Background: an optimization exercise with open tools, aiming at small area, a short achievable clock period and few clock cycles. Do not read the settings as production practice. The RTL of this run was laid out without a check of its function. Power and IR drop assume default switching activity.

==> design.v <==
module seq_mult(d, done, clk, a, b, go, reset);
  output [63:0] d;
  output reg done;
  input clk;
  input [31:0] a, b;
  input go, reset;
  reg [31:0] m;               
  reg [31:0] q;               
  reg [31:0] hi;              
  reg [3:0] e1, e2, ng;      
  reg [34:0] s, c;           
  reg [7:0] slo;             
  reg [7:1] clo;             
  reg cin;                    
  reg first;                  
  reg fa0;                    
  reg [2:0] cnt;
  function [11:0] benc(input [8:0] v);
    integer i;
    begin
      for (i = 0; i < 4; i = i + 1) begin
        benc[i] = v[2*i+1] ^ v[2*i];
        benc[4+i] = (v[2*i+2] & ~v[2*i+1] & ~v[2*i]) | (~v[2*i+2] & v[2*i+1] & v[2*i]);
        benc[8+i] = v[2*i+2];
      end
    end
  endfunction
  wire [11:0] enc_go = benc({a[8:1], 1'b0});
  wire [11:0] enc_nx = benc({q[16] & ~(cnt == 3'd2), q[15:8]});
  wire [34:0] si = {3'd0, m & {32{fa0}}} | s & {35{~first}};
  wire [34:0] ci = first ? 35'd1 << 34 : c;
  wire [32:0] mx = {1'b0, m};
  wire [32:0] m2 = {m, 1'b0};
  wire [32:0] pp0 = (mx & {33{e1[0]}} | m2 & {33{e2[0]}}) ^ {33{ng[0]}};
  wire [32:0] pp1 = (mx & {33{e1[1]}} | m2 & {33{e2[1]}}) ^ {33{ng[1]}};
  wire [32:0] pp2 = (mx & {33{e1[2]}} | m2 & {33{e2[2]}}) ^ {33{ng[2]}};
  wire [32:0] pp3 = (mx & {33{e1[3]}} | m2 & {33{e2[3]}}) ^ {33{ng[3]}};
  wire hs1;
  wire hc2;
  wire hs3;
  wire hc4;
  wire hs5;
  wire hc6;
  wire hs7;
  wire hc8;
  wire hs9;
  wire hc10;
  wire hs11;
  wire hc12;
  wire hs13;
  wire hc14;
  wire hs15;
  wire hc16;
  wire hs17;
  wire hc18;
  wire hs19;
  wire hc20;
  wire hs21;
  wire hc22;
  wire hs23;
  wire hc24;
  wire hs25;
  wire hc26;
  wire hs27;
  wire hc28;
  wire hs29;
  wire hc30;
  wire hs31;
  wire hc32;
  wire hs33;
  wire hc34;
  wire hs35;
  wire hc36;
  wire hs37;
  wire hc38;
  wire hs39;
  wire hc40;
  wire hs41;
  wire hc42;
  wire hs43;
  wire hc44;
  wire hs45;
  wire hc46;
  wire hs47;
  wire hc48;
  wire hs49;
  wire hc50;
  wire hs51;
  wire hc52;
  wire hs53;
  wire hc54;
  wire hs55;
  wire hc56;
  wire hs57;
  wire hc58;
  wire hs59;
  wire hc60;
  wire fs61;
  wire fc62;
  wire hs63;
  wire hc64;
  wire fs65;
  wire fc66;
  wire hs67;
  wire hc68;
  wire fs69;
  wire fc70;
  wire fs71;
  wire fc72;
  wire fs73;
  wire fc74;
  wire fs75;
  wire fc76;
  wire fs77;
  wire fc78;
  wire fs79;
  wire fc80;
  wire fs81;
  wire fc82;
  wire fs83;
  wire fc84;
  wire fs85;
  wire fc86;
  wire fs87;
  wire fc88;
  wire fs89;
  wire fc90;
  wire fs91;
  wire fc92;
  wire fs93;
  wire fc94;
  wire fs95;
  wire fc96;
  wire fs97;
  wire fc98;
  wire fs99;
  wire fc100;
  wire fs101;
  wire fc102;
  wire fs103;
  wire fc104;
  wire fs105;
  wire fc106;
  wire fs107;
  wire fc108;
  wire fs109;
  wire fc110;
  wire fs111;
  wire fc112;
  wire fs113;
  wire fc114;
  wire fs115;
  wire fc116;
  wire fs117;
  wire fc118;
  wire fs119;
  wire fc120;
  wire fs121;
  wire fc122;
  wire fs123;
  wire fc124;
  wire fs125;
  wire fc126;
  wire fs127;
  wire fc128;
  wire fs129;
  wire fc130;
  wire fs131;
  wire fc132;
  wire fs133;
  wire fc134;
  wire fs135;
  wire fc136;
  wire fs137;
  wire fc138;
  wire fs139;
  wire fc140;
  wire fs141;
  wire fc142;
  wire fs143;
  wire fc144;
  wire fs145;
  wire fc146;
  wire fs147;
  wire fc148;
  wire fs149;
  wire fc150;
  wire fs151;
  wire fc152;
  wire fs153;
  wire fc154;
  wire fs155;
  wire fc156;
  wire fs157;
  wire fc158;
  wire fs159;
  wire fc160;
  wire fs161;
  wire fc162;
  wire fs163;
  wire fc164;
  wire fs165;
  wire fc166;
  wire fs167;
  wire fc168;
  wire fs169;
  wire fc170;
  wire fs171;
  wire fc172;
  wire fs173;
  wire fc174;
  wire fs175;
  wire fc176;
  wire fs177;
  wire fc178;
  wire fs179;
  wire fc180;
  wire fs181;
  wire fc182;
  wire hs183;
  wire hc184;
  wire hs185;
  wire hc186;
  wire hs187;
  wire hc188;
  wire hs189;
  wire hc190;
  wire fs191;
  wire fc192;
  wire fs193;
  wire fc194;
  wire fs195;
  wire fc196;
  wire fs197;
  wire fc198;
  wire fs199;
  wire fc200;
  wire fs201;
  wire fc202;
  wire fs203;
  wire fc204;
  wire fs205;
  wire fc206;
  wire fs207;
  wire fc208;
  wire fs209;
  wire fc210;
  wire fs211;
  wire fc212;
  wire fs213;
  wire fc214;
  wire fs215;
  wire fc216;
  wire fs217;
  wire fc218;
  wire fs219;
  wire fc220;
  wire fs221;
  wire fc222;
  wire fs223;
  wire fc224;
  wire fs225;
  wire fc226;
  wire fs227;
  wire fc228;
  wire fs229;
  wire fc230;
  wire fs231;
  wire fc232;
  wire fs233;
  wire fc234;
  wire fs235;
  wire fc236;
  wire fs237;
  wire fc238;
  wire fs239;
  wire fc240;
  wire fs241;
  wire fc242;
  wire fs243;
  wire fc244;
  wire fs245;
  wire fc246;
  wire fs247;
  wire fc248;
  wire fs249;
  wire fc250;
  wire fs251;
  wire fc252;
  wire fs253;
  wire fc254;
  wire fs255;
  wire fc256;
  wire fs257;
  wire fc258;
  wire fs259;
  wire fc260;
  wire hs261;
  wire hc262;
  wire fs263;
  wire fc264;
  wire fs265;
  wire fc266;
  wire fs267;
  wire fc268;
  wire fs269;
  wire fc270;
  wire fs271;
  wire fc272;
  wire fs273;
  wire fc274;
  wire fs275;
  wire fc276;
  wire fs277;
  wire fc278;
  wire fs279;
  wire fc280;
  wire fs281;
  wire fc282;
  wire fs283;
  wire fc284;
  wire fs285;
  wire fc286;
  wire fs287;
  wire fc288;
  wire fs289;
  wire fc290;
  wire fs291;
  wire fc292;
  wire fs293;
  wire fc294;
  wire fs295;
  wire fc296;
  wire fs297;
  wire fc298;
  wire fs299;
  wire fc300;
  wire fs301;
  wire fc302;
  wire fs303;
  wire fc304;
  wire fs305;
  wire fc306;
  wire fs307;
  wire fc308;
  wire fs309;
  wire fc310;
  wire fs311;
  wire fc312;
  wire fs313;
  wire fc314;
  wire fs315;
  wire fc316;
  wire fs317;
  wire fc318;
  wire fs319;
  wire fc320;
  wire fs321;
  wire fc322;
  wire fs323;
  wire fc324;
  wire fs325;
  wire fc326;
  wire fs327;
  wire fc328;
  wire fs329;
  wire fc330;
  wire fs331;
  wire fc332;
  wire fs333;
  wire fc334;
  wire fs335;
  wire fc336;
  wire fs337;
  wire fc338;
  wire hs339;
  wire hc340;
  assign hs1 = ng[3] ^ ci[7];
  assign hc2 = ng[3] & ci[7];
  assign hs3 = ci[8] ^ si[8];
  assign hc4 = ci[8] & si[8];
  assign hs5 = ci[9] ^ si[9];
  assign hc6 = ci[9] & si[9];
  assign hs7 = ci[10] ^ si[10];
  assign hc8 = ci[10] & si[10];
  assign hs9 = ci[11] ^ si[11];
  assign hc10 = ci[11] & si[11];
  assign hs11 = ci[12] ^ si[12];
  assign hc12 = ci[12] & si[12];
  assign hs13 = ci[13] ^ si[13];
  assign hc14 = ci[13] & si[13];
  assign hs15 = ci[14] ^ si[14];
  assign hc16 = ci[14] & si[14];
  assign hs17 = ci[15] ^ si[15];
  assign hc18 = ci[15] & si[15];
  assign hs19 = ci[16] ^ si[16];
  assign hc20 = ci[16] & si[16];
  assign hs21 = ci[17] ^ si[17];
  assign hc22 = ci[17] & si[17];
  assign hs23 = ci[18] ^ si[18];
  assign hc24 = ci[18] & si[18];
  assign hs25 = ci[19] ^ si[19];
  assign hc26 = ci[19] & si[19];
  assign hs27 = ci[20] ^ si[20];
  assign hc28 = ci[20] & si[20];
  assign hs29 = ci[21] ^ si[21];
  assign hc30 = ci[21] & si[21];
  assign hs31 = ci[22] ^ si[22];
  assign hc32 = ci[22] & si[22];
  assign hs33 = ci[23] ^ si[23];
  assign hc34 = ci[23] & si[23];
  assign hs35 = ci[24] ^ si[24];
  assign hc36 = ci[24] & si[24];
  assign hs37 = ci[25] ^ si[25];
  assign hc38 = ci[25] & si[25];
  assign hs39 = ci[26] ^ si[26];
  assign hc40 = ci[26] & si[26];
  assign hs41 = ci[27] ^ si[27];
  assign hc42 = ci[27] & si[27];
  assign hs43 = ci[28] ^ si[28];
  assign hc44 = ci[28] & si[28];
  assign hs45 = ci[29] ^ si[29];
  assign hc46 = ci[29] & si[29];
  assign hs47 = ci[30] ^ si[30];
  assign hc48 = ci[30] & si[30];
  assign hs49 = ci[31] ^ si[31];
  assign hc50 = ci[31] & si[31];
  assign hs51 = ci[32] ^ si[32];
  assign hc52 = ci[32] & si[32];
  assign hs53 = ci[33] ^ si[33];
  assign hc54 = ci[33] & si[33];
  assign hs55 = ~ng[0] ^ ci[34];
  assign hc56 = ~ng[0] & ci[34];
  assign hs57 = ng[1] ^ ci[3];
  assign hc58 = ng[1] & ci[3];
  assign hs59 = ci[4] ^ si[4];
  assign hc60 = ci[4] & si[4];
  assign fs61 = ng[2] ^ ci[5] ^ si[5];
  assign fc62 = (ng[2] & ci[5]) | (ng[2] & si[5]) | (ci[5] & si[5]);
  assign hs63 = hc60 ^ pp0[4];
  assign hc64 = hc60 & pp0[4];
  assign fs65 = ci[6] ^ si[6] ^ pp0[5];
  assign fc66 = (ci[6] & si[6]) | (ci[6] & pp0[5]) | (si[6] & pp0[5]);
  assign hs67 = pp1[3] ^ pp2[1];
  assign hc68 = pp1[3] & pp2[1];
  assign fs69 = si[7] ^ hs1 ^ pp0[6];
  assign fc70 = (si[7] & hs1) | (si[7] & pp0[6]) | (hs1 & pp0[6]);
  assign fs71 = pp1[4] ^ pp2[2] ^ pp3[0];
  assign fc72 = (pp1[4] & pp2[2]) | (pp1[4] & pp3[0]) | (pp2[2] & pp3[0]);
  assign fs73 = hc2 ^ hs3 ^ pp0[7];
  assign fc74 = (hc2 & hs3) | (hc2 & pp0[7]) | (hs3 & pp0[7]);
  assign fs75 = pp1[5] ^ pp2[3] ^ pp3[1];
  assign fc76 = (pp1[5] & pp2[3]) | (pp1[5] & pp3[1]) | (pp2[3] & pp3[1]);
  assign fs77 = hc4 ^ hs5 ^ pp0[8];
  assign fc78 = (hc4 & hs5) | (hc4 & pp0[8]) | (hs5 & pp0[8]);
  assign fs79 = pp1[6] ^ pp2[4] ^ pp3[2];
  assign fc80 = (pp1[6] & pp2[4]) | (pp1[6] & pp3[2]) | (pp2[4] & pp3[2]);
  assign fs81 = hc6 ^ hs7 ^ pp0[9];
  assign fc82 = (hc6 & hs7) | (hc6 & pp0[9]) | (hs7 & pp0[9]);
  assign fs83 = pp1[7] ^ pp2[5] ^ pp3[3];
  assign fc84 = (pp1[7] & pp2[5]) | (pp1[7] & pp3[3]) | (pp2[5] & pp3[3]);
  assign fs85 = hc8 ^ hs9 ^ pp0[10];
  assign fc86 = (hc8 & hs9) | (hc8 & pp0[10]) | (hs9 & pp0[10]);
  assign fs87 = pp1[8] ^ pp2[6] ^ pp3[4];
  assign fc88 = (pp1[8] & pp2[6]) | (pp1[8] & pp3[4]) | (pp2[6] & pp3[4]);
  assign fs89 = hc10 ^ hs11 ^ pp0[11];
  assign fc90 = (hc10 & hs11) | (hc10 & pp0[11]) | (hs11 & pp0[11]);
  assign fs91 = pp1[9] ^ pp2[7] ^ pp3[5];
  assign fc92 = (pp1[9] & pp2[7]) | (pp1[9] & pp3[5]) | (pp2[7] & pp3[5]);
  assign fs93 = hc12 ^ hs13 ^ pp0[12];
  assign fc94 = (hc12 & hs13) | (hc12 & pp0[12]) | (hs13 & pp0[12]);
  assign fs95 = pp1[10] ^ pp2[8] ^ pp3[6];
  assign fc96 = (pp1[10] & pp2[8]) | (pp1[10] & pp3[6]) | (pp2[8] & pp3[6]);
  assign fs97 = hc14 ^ hs15 ^ pp0[13];
  assign fc98 = (hc14 & hs15) | (hc14 & pp0[13]) | (hs15 & pp0[13]);
  assign fs99 = pp1[11] ^ pp2[9] ^ pp3[7];
  assign fc100 = (pp1[11] & pp2[9]) | (pp1[11] & pp3[7]) | (pp2[9] & pp3[7]);
  assign fs101 = hc16 ^ hs17 ^ pp0[14];
  assign fc102 = (hc16 & hs17) | (hc16 & pp0[14]) | (hs17 & pp0[14]);
  assign fs103 = pp1[12] ^ pp2[10] ^ pp3[8];
  assign fc104 = (pp1[12] & pp2[10]) | (pp1[12] & pp3[8]) | (pp2[10] & pp3[8]);
  assign fs105 = hc18 ^ hs19 ^ pp0[15];
  assign fc106 = (hc18 & hs19) | (hc18 & pp0[15]) | (hs19 & pp0[15]);
  assign fs107 = pp1[13] ^ pp2[11] ^ pp3[9];
  assign fc108 = (pp1[13] & pp2[11]) | (pp1[13] & pp3[9]) | (pp2[11] & pp3[9]);
  assign fs109 = hc20 ^ hs21 ^ pp0[16];
  assign fc110 = (hc20 & hs21) | (hc20 & pp0[16]) | (hs21 & pp0[16]);
  assign fs111 = pp1[14] ^ pp2[12] ^ pp3[10];
  assign fc112 = (pp1[14] & pp2[12]) | (pp1[14] & pp3[10]) | (pp2[12] & pp3[10]);
  assign fs113 = hc22 ^ hs23 ^ pp0[17];
  assign fc114 = (hc22 & hs23) | (hc22 & pp0[17]) | (hs23 & pp0[17]);
  assign fs115 = pp1[15] ^ pp2[13] ^ pp3[11];
  assign fc116 = (pp1[15] & pp2[13]) | (pp1[15] & pp3[11]) | (pp2[13] & pp3[11]);
  assign fs117 = hc24 ^ hs25 ^ pp0[18];
  assign fc118 = (hc24 & hs25) | (hc24 & pp0[18]) | (hs25 & pp0[18]);
  assign fs119 = pp1[16] ^ pp2[14] ^ pp3[12];
  assign fc120 = (pp1[16] & pp2[14]) | (pp1[16] & pp3[12]) | (pp2[14] & pp3[12]);
  assign fs121 = hc26 ^ hs27 ^ pp0[19];
  assign fc122 = (hc26 & hs27) | (hc26 & pp0[19]) | (hs27 & pp0[19]);
  assign fs123 = pp1[17] ^ pp2[15] ^ pp3[13];
  assign fc124 = (pp1[17] & pp2[15]) | (pp1[17] & pp3[13]) | (pp2[15] & pp3[13]);
  assign fs125 = hc28 ^ hs29 ^ pp0[20];
  assign fc126 = (hc28 & hs29) | (hc28 & pp0[20]) | (hs29 & pp0[20]);
  assign fs127 = pp1[18] ^ pp2[16] ^ pp3[14];
  assign fc128 = (pp1[18] & pp2[16]) | (pp1[18] & pp3[14]) | (pp2[16] & pp3[14]);
  assign fs129 = hc30 ^ hs31 ^ pp0[21];
  assign fc130 = (hc30 & hs31) | (hc30 & pp0[21]) | (hs31 & pp0[21]);
  assign fs131 = pp1[19] ^ pp2[17] ^ pp3[15];
  assign fc132 = (pp1[19] & pp2[17]) | (pp1[19] & pp3[15]) | (pp2[17] & pp3[15]);
  assign fs133 = hc32 ^ hs33 ^ pp0[22];
  assign fc134 = (hc32 & hs33) | (hc32 & pp0[22]) | (hs33 & pp0[22]);
  assign fs135 = pp1[20] ^ pp2[18] ^ pp3[16];
  assign fc136 = (pp1[20] & pp2[18]) | (pp1[20] & pp3[16]) | (pp2[18] & pp3[16]);
  assign fs137 = hc34 ^ hs35 ^ pp0[23];
  assign fc138 = (hc34 & hs35) | (hc34 & pp0[23]) | (hs35 & pp0[23]);
  assign fs139 = pp1[21] ^ pp2[19] ^ pp3[17];
  assign fc140 = (pp1[21] & pp2[19]) | (pp1[21] & pp3[17]) | (pp2[19] & pp3[17]);
  assign fs141 = hc36 ^ hs37 ^ pp0[24];
  assign fc142 = (hc36 & hs37) | (hc36 & pp0[24]) | (hs37 & pp0[24]);
  assign fs143 = pp1[22] ^ pp2[20] ^ pp3[18];
  assign fc144 = (pp1[22] & pp2[20]) | (pp1[22] & pp3[18]) | (pp2[20] & pp3[18]);
  assign fs145 = hc38 ^ hs39 ^ pp0[25];
  assign fc146 = (hc38 & hs39) | (hc38 & pp0[25]) | (hs39 & pp0[25]);
  assign fs147 = pp1[23] ^ pp2[21] ^ pp3[19];
  assign fc148 = (pp1[23] & pp2[21]) | (pp1[23] & pp3[19]) | (pp2[21] & pp3[19]);
  assign fs149 = hc40 ^ hs41 ^ pp0[26];
  assign fc150 = (hc40 & hs41) | (hc40 & pp0[26]) | (hs41 & pp0[26]);
  assign fs151 = pp1[24] ^ pp2[22] ^ pp3[20];
  assign fc152 = (pp1[24] & pp2[22]) | (pp1[24] & pp3[20]) | (pp2[22] & pp3[20]);
  assign fs153 = hc42 ^ hs43 ^ pp0[27];
  assign fc154 = (hc42 & hs43) | (hc42 & pp0[27]) | (hs43 & pp0[27]);
  assign fs155 = pp1[25] ^ pp2[23] ^ pp3[21];
  assign fc156 = (pp1[25] & pp2[23]) | (pp1[25] & pp3[21]) | (pp2[23] & pp3[21]);
  assign fs157 = hc44 ^ hs45 ^ pp0[28];
  assign fc158 = (hc44 & hs45) | (hc44 & pp0[28]) | (hs45 & pp0[28]);
  assign fs159 = pp1[26] ^ pp2[24] ^ pp3[22];
  assign fc160 = (pp1[26] & pp2[24]) | (pp1[26] & pp3[22]) | (pp2[24] & pp3[22]);
  assign fs161 = hc46 ^ hs47 ^ pp0[29];
  assign fc162 = (hc46 & hs47) | (hc46 & pp0[29]) | (hs47 & pp0[29]);
  assign fs163 = pp1[27] ^ pp2[25] ^ pp3[23];
  assign fc164 = (pp1[27] & pp2[25]) | (pp1[27] & pp3[23]) | (pp2[25] & pp3[23]);
  assign fs165 = hc48 ^ hs49 ^ pp0[30];
  assign fc166 = (hc48 & hs49) | (hc48 & pp0[30]) | (hs49 & pp0[30]);
  assign fs167 = pp1[28] ^ pp2[26] ^ pp3[24];
  assign fc168 = (pp1[28] & pp2[26]) | (pp1[28] & pp3[24]) | (pp2[26] & pp3[24]);
  assign fs169 = hc50 ^ hs51 ^ pp0[31];
  assign fc170 = (hc50 & hs51) | (hc50 & pp0[31]) | (hs51 & pp0[31]);
  assign fs171 = pp1[29] ^ pp2[27] ^ pp3[25];
  assign fc172 = (pp1[29] & pp2[27]) | (pp1[29] & pp3[25]) | (pp2[27] & pp3[25]);
  assign fs173 = hc52 ^ hs53 ^ pp0[32];
  assign fc174 = (hc52 & hs53) | (hc52 & pp0[32]) | (hs53 & pp0[32]);
  assign fs175 = pp1[30] ^ pp2[28] ^ pp3[26];
  assign fc176 = (pp1[30] & pp2[28]) | (pp1[30] & pp3[26]) | (pp2[28] & pp3[26]);
  assign fs177 = si[34] ^ hc54 ^ hs55;
  assign fc178 = (si[34] & hc54) | (si[34] & hs55) | (hc54 & hs55);
  assign fs179 = pp1[31] ^ pp2[29] ^ pp3[27];
  assign fc180 = (pp1[31] & pp2[29]) | (pp1[31] & pp3[27]) | (pp2[29] & pp3[27]);
  assign fs181 = 1'b1 ^ hc56 ^ pp1[32];
  assign fc182 = (1'b1 & hc56) | (1'b1 & pp1[32]) | (hc56 & pp1[32]);
  assign hs183 = pp2[30] ^ pp3[28];
  assign hc184 = pp2[30] & pp3[28];
  assign hs185 = ~ng[1] ^ pp2[31];
  assign hc186 = ~ng[1] & pp2[31];
  assign hs187 = ng[0] ^ ci[1];
  assign hc188 = ng[0] & ci[1];
  assign hs189 = ci[2] ^ si[2];
  assign hc190 = ci[2] & si[2];
  assign fs191 = si[3] ^ hc190 ^ hs57;
  assign fc192 = (si[3] & hc190) | (si[3] & hs57) | (hc190 & hs57);
  assign fs193 = hc58 ^ hs59 ^ pp0[3];
  assign fc194 = (hc58 & hs59) | (hc58 & pp0[3]) | (hs59 & pp0[3]);
  assign fs195 = pp1[2] ^ pp2[0] ^ fs61;
  assign fc196 = (pp1[2] & pp2[0]) | (pp1[2] & fs61) | (pp2[0] & fs61);
  assign fs197 = fc62 ^ hc64 ^ hs67;
  assign fc198 = (fc62 & hc64) | (fc62 & hs67) | (hc64 & hs67);
  assign fs199 = hc68 ^ fc66 ^ fs69;
  assign fc200 = (hc68 & fc66) | (hc68 & fs69) | (fc66 & fs69);
  assign fs201 = fc70 ^ fc72 ^ fs73;
  assign fc202 = (fc70 & fc72) | (fc70 & fs73) | (fc72 & fs73);
  assign fs203 = fc74 ^ fc76 ^ fs77;
  assign fc204 = (fc74 & fc76) | (fc74 & fs77) | (fc76 & fs77);
  assign fs205 = fc78 ^ fc80 ^ fs81;
  assign fc206 = (fc78 & fc80) | (fc78 & fs81) | (fc80 & fs81);
  assign fs207 = fc82 ^ fc84 ^ fs85;
  assign fc208 = (fc82 & fc84) | (fc82 & fs85) | (fc84 & fs85);
  assign fs209 = fc86 ^ fc88 ^ fs89;
  assign fc210 = (fc86 & fc88) | (fc86 & fs89) | (fc88 & fs89);
  assign fs211 = fc90 ^ fc92 ^ fs93;
  assign fc212 = (fc90 & fc92) | (fc90 & fs93) | (fc92 & fs93);
  assign fs213 = fc94 ^ fc96 ^ fs97;
  assign fc214 = (fc94 & fc96) | (fc94 & fs97) | (fc96 & fs97);
  assign fs215 = fc100 ^ fc98 ^ fs101;
  assign fc216 = (fc100 & fc98) | (fc100 & fs101) | (fc98 & fs101);
  assign fs217 = fc102 ^ fc104 ^ fs105;
  assign fc218 = (fc102 & fc104) | (fc102 & fs105) | (fc104 & fs105);
  assign fs219 = fc106 ^ fc108 ^ fs109;
  assign fc220 = (fc106 & fc108) | (fc106 & fs109) | (fc108 & fs109);
  assign fs221 = fc110 ^ fc112 ^ fs113;
  assign fc222 = (fc110 & fc112) | (fc110 & fs113) | (fc112 & fs113);
  assign fs223 = fc114 ^ fc116 ^ fs117;
  assign fc224 = (fc114 & fc116) | (fc114 & fs117) | (fc116 & fs117);
  assign fs225 = fc118 ^ fc120 ^ fs121;
  assign fc226 = (fc118 & fc120) | (fc118 & fs121) | (fc120 & fs121);
  assign fs227 = fc122 ^ fc124 ^ fs125;
  assign fc228 = (fc122 & fc124) | (fc122 & fs125) | (fc124 & fs125);
  assign fs229 = fc126 ^ fc128 ^ fs129;
  assign fc230 = (fc126 & fc128) | (fc126 & fs129) | (fc128 & fs129);
  assign fs231 = fc130 ^ fc132 ^ fs133;
  assign fc232 = (fc130 & fc132) | (fc130 & fs133) | (fc132 & fs133);
  assign fs233 = fc134 ^ fc136 ^ fs137;
  assign fc234 = (fc134 & fc136) | (fc134 & fs137) | (fc136 & fs137);
  assign fs235 = fc138 ^ fc140 ^ fs141;
  assign fc236 = (fc138 & fc140) | (fc138 & fs141) | (fc140 & fs141);
  assign fs237 = fc142 ^ fc144 ^ fs145;
  assign fc238 = (fc142 & fc144) | (fc142 & fs145) | (fc144 & fs145);
  assign fs239 = fc146 ^ fc148 ^ fs149;
  assign fc240 = (fc146 & fc148) | (fc146 & fs149) | (fc148 & fs149);
  assign fs241 = fc150 ^ fc152 ^ fs153;
  assign fc242 = (fc150 & fc152) | (fc150 & fs153) | (fc152 & fs153);
  assign fs243 = fc154 ^ fc156 ^ fs157;
  assign fc244 = (fc154 & fc156) | (fc154 & fs157) | (fc156 & fs157);
  assign fs245 = fc158 ^ fc160 ^ fs161;
  assign fc246 = (fc158 & fc160) | (fc158 & fs161) | (fc160 & fs161);
  assign fs247 = fc162 ^ fc164 ^ fs165;
  assign fc248 = (fc162 & fc164) | (fc162 & fs165) | (fc164 & fs165);
  assign fs249 = fc166 ^ fc168 ^ fs169;
  assign fc250 = (fc166 & fc168) | (fc166 & fs169) | (fc168 & fs169);
  assign fs251 = fc170 ^ fc172 ^ fs173;
  assign fc252 = (fc170 & fc172) | (fc170 & fs173) | (fc172 & fs173);
  assign fs253 = fc174 ^ fc176 ^ fs177;
  assign fc254 = (fc174 & fc176) | (fc174 & fs177) | (fc176 & fs177);
  assign fs255 = hs183 ^ fc178 ^ fc180;
  assign fc256 = (hs183 & fc178) | (hs183 & fc180) | (fc178 & fc180);
  assign fs257 = pp3[29] ^ hc184 ^ hs185;
  assign fc258 = (pp3[29] & hc184) | (pp3[29] & hs185) | (hc184 & hs185);
  assign fs259 = 1'b1 ^ pp2[32] ^ pp3[30];
  assign fc260 = (1'b1 & pp2[32]) | (1'b1 & pp3[30]) | (pp2[32] & pp3[30]);
  assign hs261 = ci[0] ^ si[0];
  assign hc262 = ci[0] & si[0];
  assign fs263 = si[1] ^ hc262 ^ hs187;
  assign fc264 = (si[1] & hc262) | (si[1] & hs187) | (hc262 & hs187);
  assign fs265 = hc188 ^ hs189 ^ pp0[1];
  assign fc266 = (hc188 & hs189) | (hc188 & pp0[1]) | (hs189 & pp0[1]);
  assign fs267 = pp0[2] ^ pp1[0] ^ fc266;
  assign fc268 = (pp0[2] & pp1[0]) | (pp0[2] & fc266) | (pp1[0] & fc266);
  assign fs269 = pp1[1] ^ fc192 ^ fs193;
  assign fc270 = (pp1[1] & fc192) | (pp1[1] & fs193) | (fc192 & fs193);
  assign fs271 = hs63 ^ fc194 ^ fs195;
  assign fc272 = (hs63 & fc194) | (hs63 & fs195) | (fc194 & fs195);
  assign fs273 = fs65 ^ fc196 ^ fs197;
  assign fc274 = (fs65 & fc196) | (fs65 & fs197) | (fc196 & fs197);
  assign fs275 = fs71 ^ fc198 ^ fs199;
  assign fc276 = (fs71 & fc198) | (fs71 & fs199) | (fc198 & fs199);
  assign fs277 = fs75 ^ fc200 ^ fs201;
  assign fc278 = (fs75 & fc200) | (fs75 & fs201) | (fc200 & fs201);
  assign fs279 = fs79 ^ fc202 ^ fs203;
  assign fc280 = (fs79 & fc202) | (fs79 & fs203) | (fc202 & fs203);
  assign fs281 = fs83 ^ fc204 ^ fs205;
  assign fc282 = (fs83 & fc204) | (fs83 & fs205) | (fc204 & fs205);
  assign fs283 = fs87 ^ fc206 ^ fs207;
  assign fc284 = (fs87 & fc206) | (fs87 & fs207) | (fc206 & fs207);
  assign fs285 = fs91 ^ fc208 ^ fs209;
  assign fc286 = (fs91 & fc208) | (fs91 & fs209) | (fc208 & fs209);
  assign fs287 = fs95 ^ fc210 ^ fs211;
  assign fc288 = (fs95 & fc210) | (fs95 & fs211) | (fc210 & fs211);
  assign fs289 = fs99 ^ fc212 ^ fs213;
  assign fc290 = (fs99 & fc212) | (fs99 & fs213) | (fc212 & fs213);
  assign fs291 = fs103 ^ fc214 ^ fs215;
  assign fc292 = (fs103 & fc214) | (fs103 & fs215) | (fc214 & fs215);
  assign fs293 = fs107 ^ fc216 ^ fs217;
  assign fc294 = (fs107 & fc216) | (fs107 & fs217) | (fc216 & fs217);
  assign fs295 = fs111 ^ fc218 ^ fs219;
  assign fc296 = (fs111 & fc218) | (fs111 & fs219) | (fc218 & fs219);
  assign fs297 = fs115 ^ fc220 ^ fs221;
  assign fc298 = (fs115 & fc220) | (fs115 & fs221) | (fc220 & fs221);
  assign fs299 = fs119 ^ fc222 ^ fs223;
  assign fc300 = (fs119 & fc222) | (fs119 & fs223) | (fc222 & fs223);
  assign fs301 = fs123 ^ fc224 ^ fs225;
  assign fc302 = (fs123 & fc224) | (fs123 & fs225) | (fc224 & fs225);
  assign fs303 = fs127 ^ fc226 ^ fs227;
  assign fc304 = (fs127 & fc226) | (fs127 & fs227) | (fc226 & fs227);
  assign fs305 = fs131 ^ fc228 ^ fs229;
  assign fc306 = (fs131 & fc228) | (fs131 & fs229) | (fc228 & fs229);
  assign fs307 = fs135 ^ fc230 ^ fs231;
  assign fc308 = (fs135 & fc230) | (fs135 & fs231) | (fc230 & fs231);
  assign fs309 = fs139 ^ fc232 ^ fs233;
  assign fc310 = (fs139 & fc232) | (fs139 & fs233) | (fc232 & fs233);
  assign fs311 = fs143 ^ fc234 ^ fs235;
  assign fc312 = (fs143 & fc234) | (fs143 & fs235) | (fc234 & fs235);
  assign fs313 = fs147 ^ fc236 ^ fs237;
  assign fc314 = (fs147 & fc236) | (fs147 & fs237) | (fc236 & fs237);
  assign fs315 = fs151 ^ fc238 ^ fs239;
  assign fc316 = (fs151 & fc238) | (fs151 & fs239) | (fc238 & fs239);
  assign fs317 = fs155 ^ fc240 ^ fs241;
  assign fc318 = (fs155 & fc240) | (fs155 & fs241) | (fc240 & fs241);
  assign fs319 = fs159 ^ fc242 ^ fs243;
  assign fc320 = (fs159 & fc242) | (fs159 & fs243) | (fc242 & fs243);
  assign fs321 = fs163 ^ fc244 ^ fs245;
  assign fc322 = (fs163 & fc244) | (fs163 & fs245) | (fc244 & fs245);
  assign fs323 = fs167 ^ fc246 ^ fs247;
  assign fc324 = (fs167 & fc246) | (fs167 & fs247) | (fc246 & fs247);
  assign fs325 = fs171 ^ fc248 ^ fs249;
  assign fc326 = (fs171 & fc248) | (fs171 & fs249) | (fc248 & fs249);
  assign fs327 = fs175 ^ fc250 ^ fs251;
  assign fc328 = (fs175 & fc250) | (fs175 & fs251) | (fc250 & fs251);
  assign fs329 = fs179 ^ fc252 ^ fs253;
  assign fc330 = (fs179 & fc252) | (fs179 & fs253) | (fc252 & fs253);
  assign fs331 = fs181 ^ fc254 ^ fs255;
  assign fc332 = (fs181 & fc254) | (fs181 & fs255) | (fc254 & fs255);
  assign fs333 = fc182 ^ fs257 ^ fc256;
  assign fc334 = (fc182 & fs257) | (fc182 & fc256) | (fs257 & fc256);
  assign fs335 = hc186 ^ fs259 ^ fc258;
  assign fc336 = (hc186 & fs259) | (hc186 & fc258) | (fs259 & fc258);
  assign fs337 = ~ng[2] ^ pp3[31] ^ fc260;
  assign fc338 = (~ng[2] & pp3[31]) | (~ng[2] & fc260) | (pp3[31] & fc260);
  assign hs339 = 1'b1 ^ pp3[32];
  assign hc340 = 1'b1 & pp3[32];
  wire [42:0] ts = {1'b0, 1'b1, ~ng[3], fc338, fc336, fc334, fc332, fc330, fc328, fc326, fc324, fc322, fc320, fc318, fc316, fc314, fc312, fc310, fc308, fc306, fc304, fc302, fc300, fc298, fc296, fc294, fc292, fc290, fc288, fc286, fc284, fc282, fc280, fc278, fc276, fc274, fc272, fc270, fc268, fs191, fc264, pp0[0], hs261};
  wire [42:0] tc = {1'b0, 1'b0, hc340, hs339, fs337, fs335, fs333, fs331, fs329, fs327, fs325, fs323, fs321, fs319, fs317, fs315, fs313, fs311, fs309, fs307, fs305, fs303, fs301, fs299, fs297, fs295, fs293, fs291, fs289, fs287, fs285, fs283, fs281, fs279, fs277, fs275, fs273, fs271, fs269, fs267, fs265, fs263, 1'b0};
  wire [8:0] lo = slo + {clo, cin & ~first};
  wire [39:0] xa = {s[31:0], slo};
  wire [39:0] xb = {c[31:0], clo, cin};
  wire [39:0] kp0 = xa ^ xb;
  wire [39:0] kg0 = xa & xb;
  wire [39:0] kg1 = kg0 | (kp0 & {kg0[38:0], 1'd0});
  wire [39:0] kp1 = kp0 & {kp0[38:0], 1'd0};
  wire [39:0] kg2 = kg1 | (kp1 & {kg1[37:0], 2'd0});
  wire [39:0] kp2 = kp1 & {kp1[37:0], 2'd0};
  wire [39:0] kg3 = kg2 | (kp2 & {kg2[35:0], 4'd0});
  wire [39:0] kp3 = kp2 & {kp2[35:0], 4'd0};
  wire [39:0] kg4 = kg3 | (kp3 & {kg3[31:0], 8'd0});
  wire [39:0] kp4 = kp3 & {kp3[31:0], 8'd0};
  wire [39:0] kg5 = kg4 | (kp4 & {kg4[23:0], 16'd0});
  wire [39:0] kp5 = kp4 & {kp4[23:0], 16'd0};
  wire [39:0] kg6 = kg5 | (kp5 & {kg5[7:0], 32'd0});
  wire [39:0] kp6 = kp5 & {kp5[7:0], 32'd0};
  wire [39:0] sum = kp0 ^ {kg6[38:0], 1'b0};
  wire [31:0] top = sum[39:8];
  always @(posedge clk, posedge reset)
    if (reset)
      done <= 1'b0;
    else if (go)
      done <= 1'b0;
    else if (cnt == 3'd4)
      done <= 1'b1;
  always @(posedge clk)
    if (go) begin
      first <= 1'b1;
      fa0 <= a[0];
      cnt <= 3'd0;
      m <= b;
      q <= a;
      {ng, e2, e1} <= enc_go;
    end else begin
      first <= 1'b0;
      fa0 <= 1'b0;
      {ng, e2, e1} <= enc_nx;
      if (!done) begin
        cnt <= cnt + 3'd1;
        q <= {lo[7:0], q[31:8]};
      end
    end
  always @(posedge clk) begin
    s <= ts[42:8];
    c <= tc[42:8];
    slo <= ts[7:0];
    clo <= tc[7:1];
    cin <= lo[8] & ~first;
    if (!done && cnt == 3'd4)
      hi <= top;
  end
  assign d = {hi, q};
endmodule
==> run.sh <==
#!/bin/bash
# synth_recipe.tcl (not shown) runs the flow's synth.tcl, then flattens the netlist and writes it again
# the make line also repeats each setting of config.mk as NAME=value (left out here)
make -C /OpenROAD-flow-scripts/flow DESIGN_CONFIG=/design/flow/config.mk WORK_HOME=/design/flow/orfs CLKGATE_MAP_FILE= SYNTH_SCRIPT=/design/flow/synth_recipe.tcl finish
==> config.mk <==
export PLATFORM = sky130hd
export DESIGN_NAME = seq_mult
export DESIGN_NICKNAME = seq_mult
export VERILOG_FILES = /design/flow/design.v
export SDC_FILE = /design/flow/constraint.sdc
export NUM_CORES = 4
export LEC_CHECK = 0
export CAP_MARGIN = 20
export CORE_MARGIN = 2
export CORE_UTILIZATION = 40
export PLACE_DENSITY = 0.6
export SLEW_MARGIN = 20
==> constraint.sdc <==
create_clock -name core_clock -period 3.3 [get_ports {clk}]
set_input_delay 0.6600 -clock core_clock [delete_from_list [all_inputs] [get_ports {clk}]]
set_output_delay 0.6600 -clock core_clock [all_outputs]
set_load 0.01 [all_outputs]
==> impl_metrics.yaml <==
logic_synthesis:
  yosysSeqAreaShare_pct: 33.8
  syn_inst: 1368
  yosys-top-cells-area: "edfxtp_1, fa_1, dfxtp_1, xnor2_1, ha_1"
  synth_async_sr_flop_share_pct: 0.510
  synth_seq_cells: 196
  yosysWarnings: 1
  yosysTopAreaCell: "edfxtp_1"
  ys_types: 63
  synth_edf_count: 96
  syn_area_mm2: 0.0145
  syn_nets: 1645
  syn_area_per_cell_um2: 10.6
  ys.flop_type: "dfxtp_1"
  yosys.area.top_type_share_pct: 19.9
finish:
  layout_commonest_cell: "inv_1"
  num-nets-final: 1741
  instances_no_fill: 1939
  fin_util_pct: 47.6
  syn_to_final_growth_pct: 17.2
  final_cell_mix: "inv_1, xnor2_1, clkdlybuf4s50_1"
  drive_gt1_share_pct: 7.85
  nFillCells: 3322
grt:
  overflow: 0
  met3_usage_pct: 4.44
  use_met2_pct: 34.1
  track_usage_pct: 20.5
  grt_pass1_vias: 10600
  use_met1_pct: 26.7
  grt_pass1_wl_mm: 59.7
  gr-max-usage-layer: "met2"
  grt_max_degree: 67
  antenna_found_initial: 1
timing:
  worstMarginPinSlew_ns: 0.686
  fin_crit_sh_pct: 90.2
  clock.fmax_mhz: 336
  finalCriticalPeriod_ns: 2.98
  maxSlewHeadroom_pct: 54.3
  setup_viol: 0
  drv_slew: 0
  final_hold_viol_count: 0
  setup_tns_ns: 0
  skew_ns: 0.0147
  rsz0062_at_grt: "false"
  whs_ns: 0.323
worst_setup_path:
  slowest_delay_ns: 0.44
  crit_path_top_delay_cell: "ha_1"
  path_max_fanout: 9
  critPathKind: "reg2reg"
  cp_cell_sequence: "ha_1 > a21oi_1 > o21ai_0 > a22oi_1 > nand4_1 > o41ai_4 > buf_4 > o21a_1 > o311ai_1"
  cp-start-kind: "flip-flop"
  cp.required_ns: 3.50
  worstPathArrival_ns: 3.17
  end_kind: "flip-flop"
die:
  fp.dieW_um: 194
  dieArea_mm2: 0.0377
  initial_core_util_pct: 40.6
  rows: 69
  die_h_um: 194
  io_pins: 132
  coreArea_mm2: 0.0356
drt:
  viasPerCell: 5.27
  ant_nets: 0
  wl_per_cell_um: 19.4
  vias: 10200
  drtPass1Iterations: 5
  routed_wirelength_mm: 37.6
  drc: 0
  drtIter0Drc: 736
job:
  cap_viol_max_count: 0
status:
  outcome: "timing/DRC/antenna clean"
placed_design:
  portBuffers: 131
  dp_cells: 1906
  place.gp.congestion: 0.847
  hpwl_mm: 28.4
clocking:
  clock_path_buffers: 2
  clkTransAtPathRegs_ns: 0.08
  numCtsBuffers: 17
  clock-sinks: 196
  htreeDepth: 4
  post_cts_resized: 0
  clk_latency_ns: 0.47
  postCtsHoldBufs: 0
  cts-root-buf: "clkbuf_16"
  tritoncts: "yes"
  post_cts_buffers: 0
power_and_ir_drop:
  ir_worst_vdd_uv: 468
  power_mw: 18.3
  powerDensity_mw_per_mm2: 1080
  p_leak_nw: 6.97
min_path:
  hold_path.class: "in2async"
[state kept, by name, indices dropped and copies added, names as in the netlist, 7 cells and up]
register,cells
c,33
clo,7
hi,32
m,32
q,32
s,33
slo,8
[Yosys cell counts, types with 2 or more instances]
cell / n
inv_1: 182
xnor2_1: 152
fa_1: 129
a22oi_1: 127
dfxtp_1: 99
edfxtp_1: 96
ha_1: 81
clkbuf_1: 74
nand2_1: 53
a21oi_1: 43
nor2_1: 41
nor2b_1: 40
o21ai_0: 31
a22o_1: 30
mux2_2: 24
xor2_1: 22
a21o_1: 19
buf_1: 16
nand3_1: 10
nand4_1: 9
o21bai_1: 8
buf_2: 6
a211oi_1: 4
nor3_1: 4
nor4_1: 4
o2111ai_1: 4
o31ai_1: 4
a31oi_1: 3
and3_1: 3
nor3b_1: 3
o211ai_1: 3
o21a_1: 3
o21ai_1: 3
and2_1: 2
and4_1: 2
clkinv_1: 2
inv_2: 2
mux2i_1: 2
nand2b_1: 2
nand3b_1: 2
or3_1: 2
[through the flow]
step,setup slack [ns],cell area (µm²)
finish,0.324,16900
global route,0.109,16900
CTS,0.306,16900
detailed placement,0.320,16300
global placement,0.334,16300
floorplan,0.240,14500
[power breakdown]
| group | leakage (nW) | internal [mW] | switching, mW | total [mW] |
|---|---|---|---|---|
| Clock | 0.301 | 1.06 | 1.12 | 2.17 |
| Sequential | 1.79 | 3.84 | 0.658 | 4.49 |
| Combinational | 4.88 | 5.05 | 6.62 | 11.7 |
| Total | 6.97 | 9.95 | 8.39 | 18.3 |
[critical path, delay by kind of cell (launching register included)]
kind | cells | cell delay, ns
compound gates | 6 | 1.34
fa+ha+maj | 1 | 0.44
simple gates | 1 | 0.35
buf+inv | 1 | 0.22
flops | 1 | 0.35
[path summary, 6_finish.rpt]
kind / from / end / slack [ns] / cells past startpoint
hold / removal: reset / done$_DFFE_PP0P_ / 0.32 / 2
setup reg to reg: c[9]$_DFF_P_ / hi[28]$_DFFE_PP_ / 0.32 / 9
min in group core_clock: cnt[0]$_SDFFE_PP0N_ / cnt[0]$_SDFFE_PP0N_ / 0.55 / 2
hold reg to reg: cnt[0]$_SDFFE_PP0N_ / cnt[0]$_SDFFE_PP0N_ / 0.55 / 2
setup / recovery: c[9]$_DFF_P_ / hi[28]$_DFFE_PP_ / 0.32 / 9
max in group asynchronous: reset / done$_DFFE_PP0P_ / 2.89 / 2
[routing by layer]
layer  vias to the layer above  share of wire, %
li1                       4815                 -
met1                      5072                44
met2                       299                48
met3                        41               5.7
met4                         0               2.1
met5                         -                 0
[logic make-up (layout without fill, tap and decap cells)]
group                      after synthesis  count (layout)  share of synthesized area, %
adders and majority gates              210             210                          24.9
DFF                                    196             196                          33.8
xor gates and xnor gates               174             174                          10.5
other                                    0               1                             0
and+or+nand+nor                        181             181                          6.39
buffers and inverters                  283             392                          7.45
muxes                                   26              26                          2.01
AOI/OAI and AO/OA                      298             298                          14.9
[final cells by class]
type / count / area, µm² / share of cell area, %
clock inverters: 14 / 173 / 1.02
well taps: 461 / 577 / 3.40
repair buffers: 174 / 1670 / 9.85
multi-input cells: 889 / 8490 / 50.1
inverters: 186 / 698 / 4.12
flip-flops and latches: 196 / 4890 / 28.9
clock buffers: 18 / 439 / 2.59
diodes: 1 / 2.50 / 0.0148

[afterwards: timing with drivers on the ports]
In the flow no input, the clock included, has a driving cell. The finished layout below was timed again as built, in two steps. Step 1 assumes that a clkbuf_16 drives the clock port and a buf_2 every other input. Step 2 adds t to the input delays and takes it off the output delays; t is the mean of the earliest and latest rising clock arrival at the registers after step 1. Input paths then give back, and output paths get back, about the clock's delay inside the block. Three values: no drivers, after step 1, after step 2; two values: the first two.
t (ns): 0.510
setup WS [ns]: 0.324 / 0.324 / 0.324
worst setup path after step 2: register to register
After both steps setup and hold are still met in this run. The setup slack of this run moves by 0.000 ns with the drivers and by 0.000 ns with both steps.
